What follows belongs to an exercise in optimizing a design on an open flow for small area, a short achievable clock period and few clock cycles per item; a production flow would make more cautious choices. The RTL was checked by simulation tests, not by an equivalence proof against the original design. The flow treats the clock pin as an ideal source, which a real chip does not have.

==> run Z <==
Design Divider_Modulo, start of the top module:
module Divider_Modulo (clk , reset, mode, valid_in, divisor, dividend, result, valid_out);
==> module Divider_Modulo, before the edit <==
module Divider_Modulo (clk , reset, mode, valid_in, divisor, dividend, result, valid_out);
input wire clk, reset, mode, valid_in;
input wire [31:0] dividend;
input wire [15:0] divisor;
output reg valid_out;
output wire [31:0] result;
localparam [16:0] CUT = 17'b0_0100_1001_0010_0100;
reg        v_in;
reg        m_in;
reg [31:0] dd_in;
reg [14:0] dv_in;    
always @(posedge clk or posedge reset)
	if (reset) v_in <= 1'b0;
	else       v_in <= valid_in;
always @(posedge clk) begin
	m_in  <= mode;
	dd_in <= dividend;
	dv_in <= ~divisor[14:0];
end
wire [14:0] p   [0:17];
wire [16:0] s   [0:17];
wire [14:0] d   [0:17];    
wire        m   [0:17];
wire        v   [0:17];
assign p[0] = dd_in[31:17];
assign s[0] = dd_in[16:0];
assign d[0] = dv_in;
assign m[0] = m_in;
assign v[0] = v_in;
genvar i;
generate for (i = 0; i < 17; i = i + 1) begin : row
	wire [14:0] p_n;
	wire        q_n;
	Divider_row r (
		.ndivisor (d[i]),
		.p_in    (p[i]),
		.bit_in  (s[i][16]),
		.p_out   (p_n),
		.q_out   (q_n)
	);
	if (CUT[i]) begin : cut
		reg [14:0] p_r;
		reg [16:0] s_r;
		reg [14:0] d_r;
		reg        m_r;
		reg        v_r;
		always @(posedge clk or posedge reset)
			if (reset) v_r <= 1'b0;
			else       v_r <= v[i];
		always @(posedge clk) begin
			p_r <= p_n;
			s_r <= {s[i][15:0], q_n};
			d_r <= d[i];
			m_r <= m[i];
		end
		assign p[i+1] = p_r;
		assign s[i+1] = s_r;
		assign d[i+1] = d_r;
		assign m[i+1] = m_r;
		assign v[i+1] = v_r;
	end else begin : nocut
		assign p[i+1] = p_n;
		assign s[i+1] = {s[i][15:0], q_n};
		assign d[i+1] = d[i];
		assign m[i+1] = m[i];
		assign v[i+1] = v[i];
	end
end endgenerate
reg [16:0] res_r;
always @(posedge clk or posedge reset)
	if (reset) valid_out <= 1'b0;
	else       valid_out <= v[17];
always @(posedge clk)
	res_r <= m[17] ? {2'b0, p[17]} : s[17];
assign result = {15'b0, res_r};
endmodule
==> flow/config.mk <==
export PLATFORM = sky130hd
export DESIGN_NAME = Divider_Modulo
export DESIGN_NICKNAME = Divider_Modulo
export VERILOG_FILES = /design/flow/design.v
export SDC_FILE = /design/flow/constraint.sdc
export NUM_CORES = 4
export LEC_CHECK = 0
export CAP_MARGIN = 20
export CORE_MARGIN = 2
export CORE_UTILIZATION = 40
export CTS_CLUSTER_DIAMETER = 100
export CTS_CLUSTER_SIZE = 25
export GPL_TIMING_DRIVEN = 0
export SLEW_MARGIN = 20
==> flow/constraint.sdc <==
create_clock -name core_clock -period 25.0 [get_ports {clk}]
set_input_delay 5.0000 -clock core_clock [delete_from_list [all_inputs] [get_ports {clk}]]
set_output_delay 5.0000 -clock core_clock [all_outputs]
set_load 0.01 [all_outputs]
standard.sh (not shown) runs the stock make flow with config.mk's settings and CLKGATE_MAP_FILE= SYNTH_SCRIPT=/design/flow/synth_recipe.tcl, a recipe that flattens the netlist after the stock synthesis.
==> flow/flow/run.sh <==
#!/bin/bash
# The standard layout (the standard.sh, with flow/config.mk's settings)
# with these changes:
#  - no full/half-adder cell extraction (ADDER_MAP_FILE empty), so ABC maps
#    the adders' logic freely;
#  - ports are buffered with buf_2 instead of the buffer buffer_ports picks;
#  - after placement repair, flow/size_crit.tcl upsizes gates on the worst
#    register-to-register path (before detailed placement legalizes them).
# Each step's full log is under orfs/logs/; make's own output goes to
# make_finish.log.
set -euo pipefail
export FLOW_SYNTH_TCL="$PWD/synth_recipe.tcl"
export MY_ABC_SCRIPT="$PWD/flow/abc_map.script"
export SIZE_MAX_MOVES=150
export SIZE_MIN_GAIN=0.005
export SIZE_WINDOW=0.3
export SIZE_PATHS=3
export SIZE_ENDPOINTS=300
bash standard.sh "SYNTH_SCRIPT=$PWD/flow/synth_wrap.tcl" "ADDER_MAP_FILE=" \
  "BUFFER_PORTS_ARGS=-buffer_cell sky130_fd_sc_hd__buf_2" \
  "POST_CTS_TCL=$PWD/flow/size_cts.tcl" finish > make_finish.log 2>&1
==> flow/flow/abc_map.script <==
strash
dch -f
map -D 4000
topo
buffer -c
upsize -D 4000
dnsize -D 4000
stime -p
==> flow/flow/size_cts.tcl <==
source $::env(PLATFORM_DIR)/setRC.tcl
set_propagated_clock [all_clocks]

proc sc_parse {cell} {
  if {[regexp {^(sky130_fd_sc_hd__[a-z0-9]+)_([0-9]+)$} $cell -> base size]} {
    return [list $base $size]
  }
  return {}
}

# next larger usable size of the same cell family, or ""
proc sc_next {base size} {
  set best ""
  set best_s 1000
  foreach lc [get_lib_cells -quiet */${base}_*] {
    if {[get_property $lc dont_use]} { continue }
    set n [get_name $lc]
    if {![regexp "^${base}_(\[0-9\]+)\$" $n -> s]} { continue }
    if {$s > $size && $s < $best_s} {
      set best $lc
      set best_s $s
    }
  }
  return $best
}

proc worst_paths {n} {
  return [find_timing_paths -path_delay max -sort_by_slack \
    -group_path_count $n -endpoint_path_count 1]
}

# summed shortfall below target t of the endpoints (a resized gate's nets
# lose their estimated parasitics, so estimate again first)
proc shortfall {t} {
  estimate_parasitics -placement
  set sum 0.0
  foreach pe [worst_paths $::env(SIZE_ENDPOINTS)] {
    set s [get_property $pe slack]
    if {$s >= $t} { break }
    set sum [expr {$sum + $t - $s}]
  }
  return $sum
}

set moves 0
estimate_parasitics -placement
puts "size_cts: start worst slack [get_property [lindex [worst_paths 1] 0] slack]"
while {$moves < $::env(SIZE_MAX_MOVES)} {
  estimate_parasitics -placement
  set worst [worst_paths $::env(SIZE_PATHS)]
  set t [expr {[get_property [lindex $worst 0] slack] + $::env(SIZE_WINDOW)}]
  # collect the gates first: resizing invalidates the path objects
  set insts {}
  foreach pe $worst {
    foreach pt [get_property $pe points] {
      set pin [get_property $pt pin]
      if {[get_property $pin direction] ne "output"} { continue }
      set inst [get_cells -quiet -of_objects $pin]
      if {[llength $inst] == 1 && [lsearch -exact $insts $inst] < 0} { lappend insts $inst }
    }
  }
  set base_cost [shortfall $t]
  set best_cost [expr {$base_cost - $::env(SIZE_MIN_GAIN)}]
  set best_inst ""
  set best_lc ""
  foreach inst $insts {
    set cell [get_property $inst ref_name]
    set bs [sc_parse $cell]
    if {$bs eq ""} { continue }
    lassign $bs base size
    if {[regexp {clkbuf|clkinv|conb} $base]} { continue }
    set lc [sc_next $base $size]
    if {$lc eq ""} { continue }
    set old [get_lib_cells */$cell]
    replace_cell $inst $lc
    set cost [shortfall $t]
    replace_cell $inst $old
    if {$cost < $best_cost} {
      set best_cost $cost
      set best_inst $inst
      set best_lc $lc
    }
  }
  if {$best_inst eq ""} { break }
  replace_cell $best_inst $best_lc
  incr moves
}
estimate_parasitics -placement
puts "size_cts: $moves moves, worst slack [get_property [lindex [worst_paths 1] 0] slack]"

# legalize the resized cells
detailed_placement
check_placement -verbose
estimate_parasitics -placement
puts "size_cts: after legalization, worst slack [get_property [lindex [worst_paths 1] 0] slack]"
==> flow/flow/synth_wrap.tcl <==
# The standard synthesis (synth_recipe.tcl, sourced unchanged), with one
# change: the ABC technology-mapping call runs flow/abc_map.script instead of
# ORFS's abc_speed.script. Everything else, including register naming,
# flattening and renaming, is the standard synthesis.
proc abc {args} {
  set i [lsearch -exact $args -script]
  if {$i >= 0} { set args [lreplace $args $i [expr {$i + 1}] -script $::env(MY_ABC_SCRIPT)] }
  yosys abc {*}$args
}
source $::env(FLOW_SYNTH_TCL)
==> run P: changes against run Z <==
==> flow/flow/run.sh (replaced) <==
#!/bin/bash
# The standard layout (the standard.sh) with three changes:
#  - synthesis maps with flow/abc_map.script (see flow/synth_wrap.tcl);
#  - no full/half-adder cell extraction (ADDER_MAP_FILE empty), so ABC maps
#    the adders' logic freely;
#  - ports are buffered with a fixed buffer cell instead of the one
#    buffer_ports picks by default.
set -euo pipefail
export FLOW_SYNTH_TCL="$PWD/synth_recipe.tcl"
export MY_ABC_SCRIPT="$PWD/flow/abc_map.script"
bash standard.sh "SYNTH_SCRIPT=$PWD/flow/synth_wrap.tcl" "ADDER_MAP_FILE=" \
  "BUFFER_PORTS_ARGS=-buffer_cell sky130_fd_sc_hd__buf_2" finish > make_finish.log 2>&1
Settings changed: CAP_MARGIN 20 to 80, GPL_TIMING_DRIVEN 0 to unset, SLEW_MARGIN 20 to 80.
removed: flow/flow/size_cts.tcl
==> run B: changes against run Z <==
--- a/flow/design.v
+++ b/flow/design.v
@@ -42,7 +42,7 @@
 input wire [15:0] divisor;
 output reg valid_out;
 output wire [31:0] result;
-localparam [16:0] CUT = 17'b0_0100_1001_0010_0100;
+localparam [16:0] CUT = 17'b0_1010_1010_1010_1010;
 reg        v_in;
 reg        m_in;
 reg [31:0] dd_in;
==> flow/flow/run.sh (replaced) <==
#!/bin/bash
# The standard layout (the standard.sh, unchanged synthesis and steps),
# with one change: ports are buffered with a fixed buffer cell instead of
# the one buffer_ports picks by default.
set -euo pipefail
bash standard.sh "BUFFER_PORTS_ARGS=-buffer_cell sky130_fd_sc_hd__buf_2" finish > make_finish.log 2>&1
Settings changed: GPL_TIMING_DRIVEN 0 to 1.
removed: flow/flow/abc_map.script
removed: flow/flow/size_cts.tcl
removed: flow/flow/synth_wrap.tcl
==> notes.md <==
Total of fill cells in the finished design: run B 5,144; run Z 5,085; run P 5,030
Worst reg2reg startpoint: run B row[5].cut.d_r[0]; run Z row[5].cut.d_r[3]; run P row[11].cut.d_r[9]
Total of clock buffers placed in the layout: run B 25; run Z 22; run P 19
Critical Path Stages: run B 1; run Z 1; run P 37
Fraction of the mapped netlist area in compound gates: run B 12.6%; run Z 17.0%; run P 17.0%
Pin count of the biggest net entering global routing: run B 27; run Z 27; run P 28
Clock-pin slew on the worst setup and hold paths: run B 0.09 ns; run Z 0.11 ns; run P 0.09 ns
Result of the run: run B no timing/DRC/antenna violations; run Z no timing/DRC/antenna violations; run P no timing/DRC/antenna violations
Clock period minus worst slack: run B 6.08 ns; run Z 6.02 ns; run P 7.52 ns
Post-synthesis average cell area: run B 10.7 um^2; run Z 6.55 um^2; run P 6.55 um^2
Antenna violations before repair: run B 0; run Z 0; run P 1
Width of the chip: run B 240 um; run Z 226 um; run P 226 um
Most common cell after layout, fill and taps aside: run B sky130_fd_sc_hd__dfxtp_1; run Z sky130_fd_sc_hd__nor2_1; run P sky130_fd_sc_hd__nor2_1
Final Routed Wirelength: run B 40,300 um; run Z 48,100 um; run P 44,800 um
Testbench counts of run Z, summed over its fixed seeds: cycles 16,048, items 16,000.
Testbench counts of run P, summed over its fixed seeds: cycles 16,048, items 16,000.
Testbench counts of run B, summed over its fixed seeds: cycles 16,072, items 16,000.

port drivers added, routing unchanged:
How much do the figures lean on ideal ports? The routed layouts below were timed once more, with nothing changed but the port constraints. Step 1 (the two cells are an assumption about what drives the block):
set clk [get_ports {clk}]
set_driving_cell -lib_cell sky130_fd_sc_hd__clkbuf_16 $clk
set_driving_cell -lib_cell sky130_fd_sc_hd__buf_2 [delete_from_list [all_inputs] $clk]
Step 2 adds t to the input delays and takes it off the output delays; t is the mean of the earliest and latest rising clock arrival at the registers after step 1. Input paths then give back, and output paths get back, about the clock's delay inside the block. a / b / c = ideal ports / drivers / drivers and shift; a / b = the first two.
run | t (ns) | slack for setup (ns) | worst setup path at the end | clock arrival spread, ns
run Z | 0.586 | 18.976 / 18.914 / 19.046 | register to register | 0.029 / 0.030
run P | 0.590 | 17.482 / 17.482 / 17.482 | register to register | 0.029 / 0.030
run B | 0.638 | 18.921 / 18.864 / 19.030 | register to register | 0.021 / 0.022
After both steps every run listed still meets setup and hold.
